Background: an optimization exercise with open tools, aiming at small area and few clock cycles. Do not read the settings as production practice. Only simulation tests tie the RTL to the original design; equivalence was not proved. The flow treats the clock pin as an ideal source. Dropping or thinning the clock tree relies on that and would not hold on a real chip.

==> juniper: inputs <==
==> flow/design.v (excerpt) <==
module diff2d(i_clk, i_reset, i_data, i_start, o_datax, o_datay, o_address, o_Dx_addr, o_DyValid, o_DxValid, o_bussy);
  parameter WIDTH = 32, ADD_W = 12;
  localparam H = WIDTH/2;
  input  wire                      i_clk;
  input  wire                      i_reset;
  input  wire signed [(WIDTH-1):0] i_data;
  input  wire                      i_start;
  output wire signed [(WIDTH-1):0] o_datax;
  output wire signed [(WIDTH-1):0] o_datay;
  output wire        [(ADD_W-1):0] o_address;
  output wire        [(ADD_W-1):0] o_Dx_addr;
  output wire                      o_DyValid;
  output wire                      o_DxValid;
  output wire                      o_bussy;
  reg  [5:0]  r_x;
  reg  [5:0]  r_y;
  reg         r_phase;   
  reg         r_run;     
  reg         r_dv;      
  reg         r_ov;      
  reg  [(H-1):0]     r_nprev_lo;   
  reg  [(WIDTH-1):H] r_nprev_hi;   
  reg  [(WIDTH-1):H] r_data_hi;
  reg  [(H-1):0]     r_diff_lo;
  reg                r_carry;
  wire        x_zero = (r_x == 6'd0);
  wire [5:0]  n_x = r_x + 6'd1;                        
  wire [5:0]  n_y = r_y + {5'd0, x_zero};
  wire [5:0]  a_y = r_y + {4'd0, x_zero & r_phase, x_zero ^ r_phase};
  wire        last = r_phase & r_dv & (&r_x) & (&r_y);
  wire        ld = r_phase | x_zero;
  wire        ld_d = ~r_phase | x_zero;
  function [H:0] add_rc;
    input [(H-1):0] a;
    input [(H-1):0] b;
    input           cin;
    integer i;
    reg c;
    begin
      c = cin;
      for (i = 0; i < H; i = i + 1) begin
        add_rc[i] = a[i] ^ b[i] ^ c;
        c = (a[i] & b[i]) | (a[i] & c) | (b[i] & c);
      end
      add_rc[H] = c;
    end
  endfunction
  wire [H:0]         w_lo = add_rc(i_data[(H-1):0], r_nprev_lo, 1'b1);
  wire [H:0]         w_hi = add_rc(r_data_hi, r_nprev_hi, r_carry);
  ...
==> module diff2d, before the edit <==
module diff2d(i_clk, i_reset, i_data, i_start, o_datax, o_datay, o_address, o_Dx_addr, o_DyValid, o_DxValid, o_bussy);
  parameter WIDTH = 32, ADD_W = 12;
  localparam H = WIDTH/2;
  input  wire                      i_clk;
  input  wire                      i_reset;
  input  wire signed [(WIDTH-1):0] i_data;
  input  wire                      i_start;
  output wire signed [(WIDTH-1):0] o_datax;
  output wire signed [(WIDTH-1):0] o_datay;
  output wire        [(ADD_W-1):0] o_address;
  output wire        [(ADD_W-1):0] o_Dx_addr;
  output wire                      o_DyValid;
  output wire                      o_DxValid;
  output wire                      o_bussy;
  reg  [5:0]  r_x;
  reg  [5:0]  r_y;
  reg         r_phase;   
  reg         r_run;     
  reg         r_dv;      
  reg         r_ov;      
  reg  [(H-1):0]     r_nprev_lo;   
  reg  [(WIDTH-1):H] r_nprev_hi;   
  reg  [(WIDTH-1):H] r_data_hi;
  reg  [(H-1):0]     r_diff_lo;
  reg                r_carry;
  wire        x_zero = (r_x == 6'd0);
  wire [5:0]  n_x = r_x + 6'd1;                        
  wire [5:0]  n_y = r_y + {5'd0, x_zero};
  wire [5:0]  a_y = r_y + {4'd0, x_zero & r_phase, x_zero ^ r_phase};
  wire        last = r_phase & r_dv & (&r_x) & (&r_y);
  wire        ld = r_phase | x_zero;
  wire        ld_d = ~r_phase | x_zero;
  function [H:0] add_rc;
    input [(H-1):0] a;
    input [(H-1):0] b;
    input           cin;
    integer i;
    reg c;
    begin
      c = cin;
      for (i = 0; i < H; i = i + 1) begin
        add_rc[i] = a[i] ^ b[i] ^ c;
        c = (a[i] & b[i]) | (a[i] & c) | (b[i] & c);
      end
      add_rc[H] = c;
    end
  endfunction
  wire [H:0]         w_lo = add_rc(i_data[(H-1):0], r_nprev_lo, 1'b1);
  wire [H:0]         w_hi = add_rc(r_data_hi, r_nprev_hi, r_carry);
  always @(posedge i_clk) begin
    r_phase <= i_start | ~r_phase;
    if (i_start) begin
      r_x <= 6'd63;
      r_y <= 6'd63;
    end else if (r_phase) begin
      r_x <= n_x;
      r_y <= n_y;
    end
    if (ld)
      r_nprev_lo <= ~i_data[(H-1):0];
    if (ld_d)
      r_nprev_hi <= ~r_data_hi;
    r_data_hi <= i_data[(WIDTH-1):H];
    r_diff_lo <= w_lo[(H-1):0];
    r_carry   <= w_lo[H];
  end
  always @(posedge i_clk) begin
    if (i_reset) begin
      r_run <= 1'b0;
      r_dv  <= 1'b0;
      r_ov  <= 1'b0;
    end else begin
      r_run <= i_start | (r_run & ~last);
      r_dv  <= r_run & (r_dv | ~r_phase);
      r_ov  <= r_dv;
    end
  end
  wire [(WIDTH-1):0] w_diff = {w_hi[(H-1):0], r_diff_lo};
  assign o_address = {a_y, n_x};
  assign o_Dx_addr = {r_y, r_x};
  assign o_datay   = w_diff;
  assign o_datax   = w_diff;
  assign o_DyValid = r_ov & ~r_phase;
  assign o_DxValid = r_ov & r_phase;
  assign o_bussy   = r_run | r_dv;
endmodule
Settings: LEC_CHECK=0, CAP_MARGIN=20, CORE_MARGIN=2, CORE_UTILIZATION=70, SLEW_MARGIN=20; clock period 10.0 ns.
standard.sh (not shown) runs the stock make flow with config.mk's settings and CLKGATE_MAP_FILE= SYNTH_SCRIPT=/design/flow/synth_recipe.tcl, a recipe that flattens the netlist after the stock synthesis.
==> flow/flow/run.sh <==
#!/bin/bash
# The standard layout, with the smallest buffer on each port and a two-level
# clock tree built by flow/pre_cts.tcl. make's full output goes to flow.log.
set -euo pipefail
export BUFFER_PORTS_ARGS="-buffer_cell sky130_fd_sc_hd__buf_1"
export PRE_CTS_TCL="$PWD/flow/pre_cts.tcl"
export CLOCK_LEAVES=8
export CLOCK_LEAF_BUF=sky130_fd_sc_hd__clkbuf_4
export CLOCK_ROOT_BUF=sky130_fd_sc_hd__clkbuf_4
bash standard.sh > flow.log 2>&1
==> flow/flow/pre_cts.tcl <==
# Clock tree built by hand: the registers are split into CLOCK_LEAVES groups by
# position (halving alternately along x and y); a leaf buffer at each group's
# centre drives that group's clock pins, and a root buffer at the centre of the
# leaves drives the leaves. The clock port drives only the root buffer.
set blk [ord::get_db_block]
set clk [$blk findNet i_clk]

proc centre { iterms } {
  set xs 0.0
  set ys 0.0
  foreach it $iterms {
    set bb [[$it getInst] getBBox]
    set xs [expr { $xs + ([$bb xMin] + [$bb xMax]) / 2.0 }]
    set ys [expr { $ys + ([$bb yMin] + [$bb yMax]) / 2.0 }]
  }
  set n [llength $iterms]
  return [list [expr { int($xs / $n) }] [expr { int($ys / $n) }]]
}

proc split_groups { iterms levels axis } {
  if { $levels == 0 } { return [list $iterms] }
  set keyed {}
  foreach it $iterms {
    set bb [[$it getInst] getBBox]
    if { $axis == 0 } { set k [expr { [$bb xMin] + [$bb xMax] }] } else { set k [expr { [$bb yMin] + [$bb yMax] }] }
    lappend keyed [list $k $it]
  }
  set sorted {}
  foreach p [lsort -integer -index 0 $keyed] { lappend sorted [lindex $p 1] }
  set h [expr { [llength $sorted] / 2 }]
  set a [lrange $sorted 0 [expr { $h - 1 }]]
  set b [lrange $sorted $h end]
  return [concat [split_groups $a [expr { $levels - 1 }] [expr { 1 - $axis }]] \
                 [split_groups $b [expr { $levels - 1 }] [expr { 1 - $axis }]]]
}

proc add_buffer { blk master name netname driver_net loads } {
  set inst [odb::dbInst_create $blk $master $name]
  set net [odb::dbNet_create $blk $netname]
  $net setSigType CLOCK
  foreach it $loads {
    $it disconnect
    $it connect $net
  }
  [$inst findITerm X] connect $net
  [$inst findITerm A] connect $driver_net
  set c [centre $loads]
  set w [[$inst getMaster] getWidth]
  $inst setLocation [expr { [lindex $c 0] - $w / 2 }] [lindex $c 1]
  $inst setPlacementStatus PLACED
  return $inst
}

set sinks {}
foreach it [$clk getITerms] { lappend sinks $it }
set levels [expr { int(log($::env(CLOCK_LEAVES)) / log(2) + 0.5) }]
set groups [split_groups $sinks $levels 0]
set leaf_master [[ord::get_db] findMaster $::env(CLOCK_LEAF_BUF)]
set root_master [[ord::get_db] findMaster $::env(CLOCK_ROOT_BUF)]
set leaves {}
set k 0
foreach g $groups {
  set inst [add_buffer $blk $leaf_master clkbuf_leaf_$k clknet_leaf_$k $clk $g]
  puts "clock leaf $k: [llength $g] registers"
  lappend leaves [$inst findITerm A]
  incr k
}
add_buffer $blk $root_master clkbuf_root clknet_root $clk $leaves
puts "clock root drives $k leaves"

# the tree is built: clock_tree_synthesis has nothing left to do
proc clock_tree_synthesis { args } {
  puts "clock_tree_synthesis skipped: the clock tree was built by pre_cts.tcl"
}
==> inputs of delta, as changes to juniper <==
--- a/flow/design.v
+++ b/flow/design.v
@@ -20,3 +20,4 @@
   reg         r_ov;      
-  reg  [(H-1):0]     r_nprev_lo;   
+  reg  [(H-1):1]     r_nprev_lo;   
+  reg                r_prev_0;     
   reg  [(WIDTH-1):H] r_nprev_hi;   
@@ -24,14 +25,7 @@
   reg  [(H-1):0]     r_diff_lo;
-  reg                r_carry;
+  reg                r_borrow;    
   wire        x_zero = (r_x == 6'd0);
-  wire [5:0]  n_x = r_x + 6'd1;                        
-  wire [5:0]  n_y = r_y + {5'd0, x_zero};
-  wire [5:0]  a_y = r_y + {4'd0, x_zero & r_phase, x_zero ^ r_phase};
-  wire        last = r_phase & r_dv & (&r_x) & (&r_y);
-  wire        ld = r_phase | x_zero;
-  wire        ld_d = ~r_phase | x_zero;
-  function [H:0] add_rc;
-    input [(H-1):0] a;
-    input [(H-1):0] b;
-    input           cin;
+  function [6:0] inc6;
+    input [5:0] v;
+    input       ci;
     integer i;
@@ -39,4 +33,30 @@
     begin
+      c = ci;
+      for (i = 0; i < 6; i = i + 1) begin
+        inc6[i] = v[i] ^ c;
+        c = v[i] & c;
+      end
+      inc6[6] = c;
+    end
+  endfunction
+  wire [6:0]  w_nx = inc6(r_x, 1'b1);
+  wire [6:0]  w_ny = inc6(r_y, x_zero);
+  wire [6:0]  w_ay = inc6(w_ny[5:0], r_phase);
+  wire [5:0]  n_x = w_nx[5:0];                         
+  wire [5:0]  n_y = w_ny[5:0];
+  wire [5:0]  a_y = w_ay[5:0];
+  wire        last = r_dv & w_nx[6] & w_ay[6];
+  wire        ld = r_phase | x_zero;
+  wire        ld_d = ~r_phase | x_zero;
+  function [WIDTH:0] add_rc;
+    input [(WIDTH-1):0] a;
+    input [(WIDTH-1):0] b;
+    input               cin;
+    input integer       n;
+    integer i;
+    reg c;
+    begin
+      add_rc = {(WIDTH+1){1'b0}};
       c = cin;
-      for (i = 0; i < H; i = i + 1) begin
+      for (i = 0; i < n; i = i + 1) begin
         add_rc[i] = a[i] ^ b[i] ^ c;
@@ -44,7 +64,9 @@
       end
-      add_rc[H] = c;
+      add_rc[n] = c;
     end
   endfunction
-  wire [H:0]         w_lo = add_rc(i_data[(H-1):0], r_nprev_lo, 1'b1);
-  wire [H:0]         w_hi = add_rc(r_data_hi, r_nprev_hi, r_carry);
+  wire               w_c1 = i_data[0] | ~r_prev_0;
+  wire [WIDTH:0]     w_lo1 = add_rc({{(WIDTH-H+1){1'b0}}, i_data[(H-1):1]}, {{(WIDTH-H+1){1'b0}}, r_nprev_lo}, w_c1, H-1);
+  wire [H:0]         w_lo = {w_lo1[H-1:0], i_data[0] ^ r_prev_0};
+  wire [WIDTH:0]     w_hi = add_rc({{H{1'b0}}, r_data_hi}, {{H{1'b0}}, r_nprev_hi}, ~r_borrow, WIDTH-H);
   always @(posedge i_clk) begin
@@ -58,4 +80,6 @@
     end
-    if (ld)
-      r_nprev_lo <= ~i_data[(H-1):0];
+    if (ld) begin
+      r_nprev_lo <= ~i_data[(H-1):1];
+      r_prev_0   <= i_data[0];
+    end
     if (ld_d)
@@ -64,3 +88,3 @@
     r_diff_lo <= w_lo[(H-1):0];
-    r_carry   <= w_lo[H];
+    r_borrow  <= ~w_lo[H];
   end
@@ -77,3 +101,3 @@
   end
-  wire [(WIDTH-1):0] w_diff = {w_hi[(H-1):0], r_diff_lo};
+  wire [(WIDTH-1):0] w_diff = {w_hi[(WIDTH-H-1):0], r_diff_lo};
   assign o_address = {a_y, n_x};
--- a/flow/flow/run.sh
+++ b/flow/flow/run.sh
@@ -8,3 +8,3 @@
 export CLOCK_LEAF_BUF=sky130_fd_sc_hd__clkbuf_4
-export CLOCK_ROOT_BUF=sky130_fd_sc_hd__clkbuf_4
+export CLOCK_ROOT_BUF=sky130_fd_sc_hd__clkbuf_2
 bash standard.sh > flow.log 2>&1
- CORE_UTILIZATION: 70 -> 85
==> flow_metrics.env <==
export IMPL_fmax_ghz=0.110
export IMPL_yosysMostFrequentCell="inv_1"
export IMPL_status="timing/DRC/antenna clean"
export IMPL_routed_top_layer="met4"
export IMPL_multi_input_area_sq_um=1170
export IMPL_worstRegToRegCells=20
export IMPL_hold_end="r_nprev_hi[31]"
export IMPL_worst_path_stages=20
export IMPL_p_int_w=0.000484
# the run above: juniper

==> flow_metrics.env <==
export IMPL_startpoint_type="flip-flop"
export IMPL_worst_path_stages=18
export IMPL_fmax_ghz=0.102
export IMPL_routed_top_layer="met5"
export IMPL_status="timing/DRC/antenna clean"
export IMPL_multi_input_area_sq_um=1120
export IMPL_yosysMostFrequentCell="dfxtp_1"
export IMPL_worstRegToRegCells=18
export IMPL_p_int_w=0.000487
# the run above: delta

Testbench counts of juniper, summed over its fixed seeds: cycles 196,680.
Testbench counts of delta, summed over its fixed seeds: cycles 196,680.
No run of this note takes its clock network from TritonCTS; it comes from the design's own scripts or RTL.

[re-timing with driven ports]
The results above use ideal ports. As a check the final layouts listed here were re-extracted and re-timed, cells and wires unchanged.
Step 1, drivers: a clkbuf_16 drives i_clk and a buf_2 each remaining input, both assumed.
Step 2 times the ports against the registers' clock, not the clock port: input delays grow and output delays shrink by t, the midpoint of the rising clock arrivals with the driver on.
Three values: no drivers, after step 1, after step 2; two values: the first two.
| run | t (ns) | setup slack, ns | clock arrival spread, ns | worst slew at a driven data input, ns | pins driven straight from the clock port |
|---|---|---|---|---|---|
| juniper | 0.423 | 0.938 / 0.913 / 1.336 | 0.014 / 0.015 | 0.04 | 1 |
| delta | 0.520 | 0.177 / 0.152 / 0.672 | 0.015 / 0.015 | 0.06 | 1 |
After both steps every run listed still meets setup and hold.
